From an optimization exercise on the open Yosys and OpenROAD flow, aimed at small area, a short achievable clock period and few clock cycles; shortcuts taken in it are not production practice.
In this exercise RTL edits were held to simulation tests only and were not proved equivalent to the original.
Power is estimated from default activity; no workload was simulated.

// cpu
module cpu(clk,reset,read_data,out,N,V,Z,mem_cmd,mem_addr);
input clk, reset;
input [15:0] read_data;
output reg [1:0] mem_cmd;
output reg [8:0] mem_addr;
output reg [15:0] out;
output reg N, V, Z;
reg        c_fetch;    
reg        d_valid;    
reg        halted;
reg  [8:0] fpc;        
reg  [8:0] xpc;        
reg        smc;        
reg        ld1_v, ld2_v;
reg  [2:0] ld1_rd, ld2_rd;
reg        e_valid;    
reg        e_haz;      
reg        e_ldw;      
reg        e_wr;       
reg  [2:0] e_wa;
reg        e_pass;     
reg  [1:0] e_op;       
reg        e_cmp, e_ldr, e_str, e_halt;
reg  [4:0] e_imm5;
reg [15:0] a, b;
wire flush = (e_valid & e_haz) | smc;
wire exec  = e_valid & ~flush & ~halted;
wire [15:0] sum = a + (b ^ {16{e_op[0]}}) + {15'b0, e_op[0]};
reg  [15:0] res;
always @(*) begin
  if (e_pass) res = b;
  else case (e_op)
    2'b10: res = a & b;
    2'b11: res = ~b;
    default: res = sum;
  endcase
end
wire [8:0] ea = a[8:0] + {{4{e_imm5[4]}}, e_imm5};
wire       we_x = exec & e_wr;
wire       we   = we_x | e_ldw;
wire       mem_x = exec & (e_ldr | e_str);
reg  [15:0] rf [0:7];
integer k;
always @(posedge clk)
  for (k = 0; k < 8; k = k + 1)
    if (we && e_wa == k) rf[k] <= res;
always @(posedge clk) begin
  if (exec & e_cmp) begin
    Z <= (sum == 16'b0);
    N <= sum[15];
    V <= (a[15] ^ b[15]) & (sum[15] ^ a[15]);
  end
end
wire [15:0] ir = read_data;
wire is_ldr  = ~ir[15];                         
wire is_str  = ~(ir[14] | ir[13]);              
wire is_mem  = is_ldr | is_str;
wire is_halt = ir[15] & ir[14] & ir[13];        
wire is_mov  = ir[14] & ~ir[13];                
wire is_alu  = ~ir[14] & ir[13];                
wire is_movi = is_mov & ir[12];
wire use_rn  = is_mem | (is_alu & ~(ir[12] & ir[11]));
wire use_rm  = (is_mov & ~ir[12]) | is_alu;
wire [2:0] rn = ir[10:8], rd = ir[7:5], rm = ir[2:0];
wire [2:0] rb = is_str ? rd : rm;
wire [1:0] sh = is_mem ? 2'b00 : ir[4:3];
function [15:0] shf;
  input [15:0] x;
  input [1:0] s;
  case (s)
    2'b00: shf = x;
    2'b01: shf = {x[14:0], 1'b0};
    2'b10: shf = {1'b0, x[15:1]};
    default: shf = {x[15], x[15:1]};
  endcase
endfunction
function pend;
  input [2:0] r;
  ...
For scale: about 240 flip-flops, about 48 I/O pins, ~13000 um^2 of cells after synthesis.
==> flow/config.mk <==
export PLATFORM = sky130hd
export DESIGN_NAME = cpu
export DESIGN_NICKNAME = cpu
export VERILOG_FILES = /design/flow/design.v
export SDC_FILE = /design/flow/constraint.sdc
export NUM_CORES = 4
export LEC_CHECK = 0
export ABC_AREA = 1
export CAP_MARGIN = 20
export CORE_MARGIN = 2
export CORE_UTILIZATION = 50
export CTS_CLUSTER_DIAMETER = 100
export CTS_CLUSTER_SIZE = 25
export PLACE_DENSITY = 0.62
export SETUP_SLACK_MARGIN = 3.25
export SLEW_MARGIN = 20
==> flow/constraint.sdc <==
create_clock -name core_clock -period 6.0 [get_ports {clk}]
set_input_delay 1.2000 -clock core_clock [delete_from_list [all_inputs] [get_ports {clk}]]
set_output_delay 1.2000 -clock core_clock [all_outputs]
set_load 0.01 [all_outputs]
run.sh (not shown) runs the stock make flow with config.mk's settings and CLKGATE_MAP_FILE= SYNTH_SCRIPT=/design/flow/synth_recipe.tcl, a recipe that flattens the netlist after the stock synthesis.
Testbench counts at the start, summed over its fixed seeds: cycles 13,053.
Edit:
- CORE_UTILIZATION: 50 -> 55
- PLACE_DENSITY: 0.62 -> 0.65
- SETUP_SLACK_MARGIN: 3.25 -> 3.2
After rerunning: The changed run completed with no timing, DRC or antenna violations. Setup slack improved by 98 ps. Sequential share of layout area increases by 0.24 points. Via count increases by 0.43%. Final area decreases by 0.56%. Total power decreases by 1.6%. Flip-flop and latch count does not change. Sequential power is about the same. Clock power decreases by 4.4%.
Edit:
- CORE_UTILIZATION: 55 -> 40
- CTS_CLUSTER_DIAMETER: 100 -> not set
- CTS_CLUSTER_SIZE: 25 -> not set
- PLACE_DENSITY: 0.65 -> not set
- SETUP_SLACK_MARGIN: 3.2 -> 3.4
Outcome: Total power is higher by 17%. Clock power goes up by 65%. Die area is higher by 36%. Register-to-register slack is about the same. Worst setup slack got worse by 46 ps.
Edit:
- CORE_UTILIZATION: 40 -> 55
- PLACE_DENSITY: not set -> 0.65
- SETUP_SLACK_MARGIN: 3.4 -> 3.5
Effect: Total power went up by 2.8%. Die area went down by 27%. Combinational power went up by about 10%. Synthesized cell count is unchanged. Register-to-register slack is better by 120 ps. Worst hold slack is better by 41 ps. Design area went up by 1.1%.


== build 20 ==
The RTL this note starts from:
==> flow/design.v <==
module cpu(clk,reset,read_data,out,N,V,Z,mem_cmd,mem_addr);
input clk, reset;
input [15:0] read_data;
output reg [1:0] mem_cmd;
output reg [8:0] mem_addr;
output reg [15:0] out;
output reg N, V, Z;
reg        c_fetch;    
reg        d_valid;    
reg        halted;
reg  [8:0] fpc;        
reg  [8:0] xpc;        
reg        smc;        
reg        ld1_v, ld2_v;
reg  [2:0] ld1_rd, ld2_rd;
reg        e_valid;    
reg        e_haz;      
reg        e_ldw;      
reg        e_wr;       
reg  [2:0] e_wa;
reg        e_pass;     
reg  [1:0] e_op;       
reg        e_cmp, e_ldr, e_str, e_halt;
reg  [4:0] e_imm5;
reg [15:0] a, b;
wire flush = (e_valid & e_haz) | smc;
wire exec  = e_valid & ~flush & ~halted;
wire [15:0] sum = a + (b ^ {16{e_op[0]}}) + {15'b0, e_op[0]};
reg  [15:0] res;
always @(*) begin
  if (e_pass) res = b;
  else case (e_op)
    2'b10: res = a & b;
    2'b11: res = ~b;
    default: res = sum;
  endcase
end
wire [8:0] ea = a[8:0] + {{4{e_imm5[4]}}, e_imm5};
wire       we_x = exec & e_wr;
wire       we   = we_x | e_ldw;
wire       mem_x = exec & (e_ldr | e_str);
reg  [15:0] rf [0:7];
integer k;
always @(posedge clk)
  for (k = 0; k < 8; k = k + 1)
    if (we && e_wa == k) rf[k] <= res;
always @(posedge clk) begin
  if (exec & e_cmp) begin
    Z <= (sum == 16'b0);
    N <= sum[15];
    V <= (a[15] ^ b[15]) & (sum[15] ^ a[15]);
  end
end
wire [15:0] ir = read_data;
wire is_ldr  = ~ir[15];                         
wire is_str  = ~(ir[14] | ir[13]);              
wire is_mem  = is_ldr | is_str;
wire is_halt = ir[15] & ir[14] & ir[13];        
wire is_mov  = ir[14] & ~ir[13];                
wire is_alu  = ~ir[14] & ir[13];                
wire is_movi = is_mov & ir[12];
wire use_rn  = is_mem | (is_alu & ~(ir[12] & ir[11]));
wire use_rm  = (is_mov & ~ir[12]) | is_alu;
wire [2:0] rn = ir[10:8], rd = ir[7:5], rm = ir[2:0];
wire [2:0] rb = is_str ? rd : rm;
wire [1:0] sh = is_mem ? 2'b00 : ir[4:3];
function [15:0] shf;
  input [15:0] x;
  input [1:0] s;
  case (s)
    2'b00: shf = x;
    2'b01: shf = {x[14:0], 1'b0};
    2'b10: shf = {1'b0, x[15:1]};
    default: shf = {x[15], x[15:1]};
  endcase
endfunction
function pend;
  input [2:0] r;
  pend = (e_valid & e_ldr & (e_wa == r)) | (ld1_v & (ld1_rd == r));
endfunction
wire haz_d = (use_rn & pend(rn)) | (use_rm & pend(rm)) | (is_str & pend(rd));
wire fwd_a = we & (e_wa == rn);
wire fwd_b = we & (e_wa == rb);
wire [15:0] a_d = fwd_a ? res : rf[rn];
wire [15:0] b_sh = shf(fwd_b ? res : rf[rb], sh);
wire [15:0] b_d = ld2_v ? read_data : is_movi ? {{8{ir[7]}}, ir[7:0]} : b_sh;
always @(posedge clk) begin
  a <= a_d;
  b <= b_d;
  e_haz  <= haz_d;
  e_wr   <= is_mov | (is_alu & ~(~ir[12] & ir[11]));
  e_wa   <= ld2_v ? ld2_rd : is_movi ? rn : rd;
  e_pass <= ld2_v | is_mov;
  e_op   <= ir[12:11];
  e_cmp  <= is_alu & ~ir[12] & ir[11];
  e_ldr  <= is_ldr;
  e_str  <= is_str;
  e_halt <= is_halt;
  e_imm5 <= ir[4:0];
  ld1_rd <= e_wa; ld2_rd <= ld1_rd;
end
wire [8:0] xpc1 = xpc + 9'd1;
always @(posedge clk) out <= b;
always @(posedge clk) begin
  if (reset) begin
    mem_cmd <= 2'b01; mem_addr <= 9'd0; c_fetch <= 1'b1;
    fpc <= 9'd1; xpc <= 9'd0;
    d_valid <= 1'b0; e_valid <= 1'b0; e_ldw <= 1'b0; halted <= 1'b0; smc <= 1'b0;
    ld1_v <= 1'b0; ld2_v <= 1'b0;
  end else begin
    d_valid <= c_fetch & ~flush;
    e_valid <= d_valid & ~flush;
    smc     <= mem_x & e_str & ((ea[8:6] == xpc[8:6]) | (&xpc[5:1] & (ea[8:6] == xpc[8:6] + 3'd1)));
    if (exec) xpc <= xpc1;
    ld1_v <= mem_x & e_ldr;
    ld2_v <= ld1_v & ~(we_x & (e_wa == ld1_rd));
    e_ldw <= ld2_v & ~(we_x & (e_wa == ld2_rd));
    if (halted | (exec & e_halt)) begin
      halted <= 1'b1; mem_cmd <= 2'b00; c_fetch <= 1'b0;
    end else if (flush) begin
      mem_cmd <= 2'b01; mem_addr <= xpc; c_fetch <= 1'b1; fpc <= xpc1;
    end else if (mem_x) begin
      mem_cmd <= e_str ? 2'b10 : 2'b01; mem_addr <= ea; c_fetch <= 1'b0;
    end else begin
      mem_cmd <= 2'b01; mem_addr <= fpc; c_fetch <= 1'b1; fpc <= fpc + 9'd1;
    end
  end
end
endmodule
make LEC_CHECK=0 ABC_AREA=1 CAP_MARGIN=20 CORE_MARGIN=2 CORE_UTILIZATION=65 PLACE_DENSITY=0.75 SETUP_SLACK_MARGIN=3.5 SLEW_MARGIN=20 finish   # period 6.0 ns
Testbench counts of build 20, summed over its fixed seeds: cycles 13,053.
> inputs changed (build 20 -> build 22)
- CTS_CLUSTER_DIAMETER newly set to 100
- SETUP_SLACK_MARGIN changed from 3.5 to 3.1
- CORE_UTILIZATION changed from 65 to 55
- PLACE_DENSITY changed from 0.75 to 0.65
- CTS_CLUSTER_SIZE newly set to 25
Notes after the runs:
The routed wire length of build 22 was superior to that of build 20. Synthesized netlist net count: build 20 vs build 22 identical. Build 22 vs build 20 on combinational power: build 22 is the lower one. | first-pass GRT wire length | higher: build 20 |. Final core utilization | build 22 below build 20. Delta (build 22 minus build 20): number of sequential cells shows no meaningful change; iteration count of the initial detailed-routing pass shows a reduction of 7; total via count after detailed routing shows a reduction of about 12%; final-layout non-clock buffer area share shows a reduction of 1.5 points. Build 22 -> build 20: synthesized cell area delta 0, exact match. Going from build 20 to build 22, peak fanout along the critical path shrinks by 6.
Input-level comparison between build 76 and build 22:
- SETUP_SLACK_MARGIN: 3.1 -> 3.5
- met5 as the uppermost layer routed was reported by build 22, and met4 by build 76.
- When build 76 is measured against build 22, its sequential fraction of total cell area turns out 3.9 points lower.
- In build 76, final critical-path setup slack is higher than in build 22.
- In the tables for build 76 and build 22, area of all placed cells without fillers reads higher with build 76.
- Compared with build 22, build 76 shows a total power that is 0.44 mW higher.
- Re placed cell area: build 22 was lower than build 76.
- Fraction of area in non-clock buffers in build 76 is 1.5 points above build 22.
- Per the comparison of build 76 with build 22, number of stages on the worst setup path now larger; total wirelength of the detailed-routed design up about 8%; met3 layer wire length in the routed design now larger.
- Period utilization: build 76 vs build 22 down 2.6 points

## port drivers added, routing unchanged
The results above use ideal ports. As a check the final layouts listed here were re-extracted and re-timed, cells and wires unchanged.
Step 1 assumes that a clkbuf_16 drives the clock port and a buf_2 every other input.
Step 2 moves the port delays by t, midway between the first and last clock arrival at a register: inputs arrive t later, outputs are due t later. That takes back most of the time a late clock gives input paths.
a / b / c = ideal ports / drivers / drivers and shift; a / b = the first two.
run | t (ns) | setup slack, ns | worst data-port slew with drivers (ns)
the first run of note 1 | 0.539 | 3.130 / 3.138 / 2.599 | 0.05
the second run of note 1 | 0.530 | 3.229 / 3.235 / 2.705 | 0.05
the third run of note 1 | 0.595 | 3.183 / 3.190 / 2.595 | 0.06
the fourth run of note 1 | 0.584 | 3.321 / 3.305 / 2.721 | 0.10
build 20 | 0.571 | 3.034 / 3.038 / 2.467 | 0.05
build 22 | 0.532 | 3.102 / 3.120 / 2.588 | 0.04
build 76 | 0.546 | 3.256 / 3.249 / 2.702 | 0.10
After both steps every run listed still meets setup and hold. The setup slack of the fourth run of note 1, which loses most, moves by -0.016 ns with the drivers and by -0.600 ns with both steps.
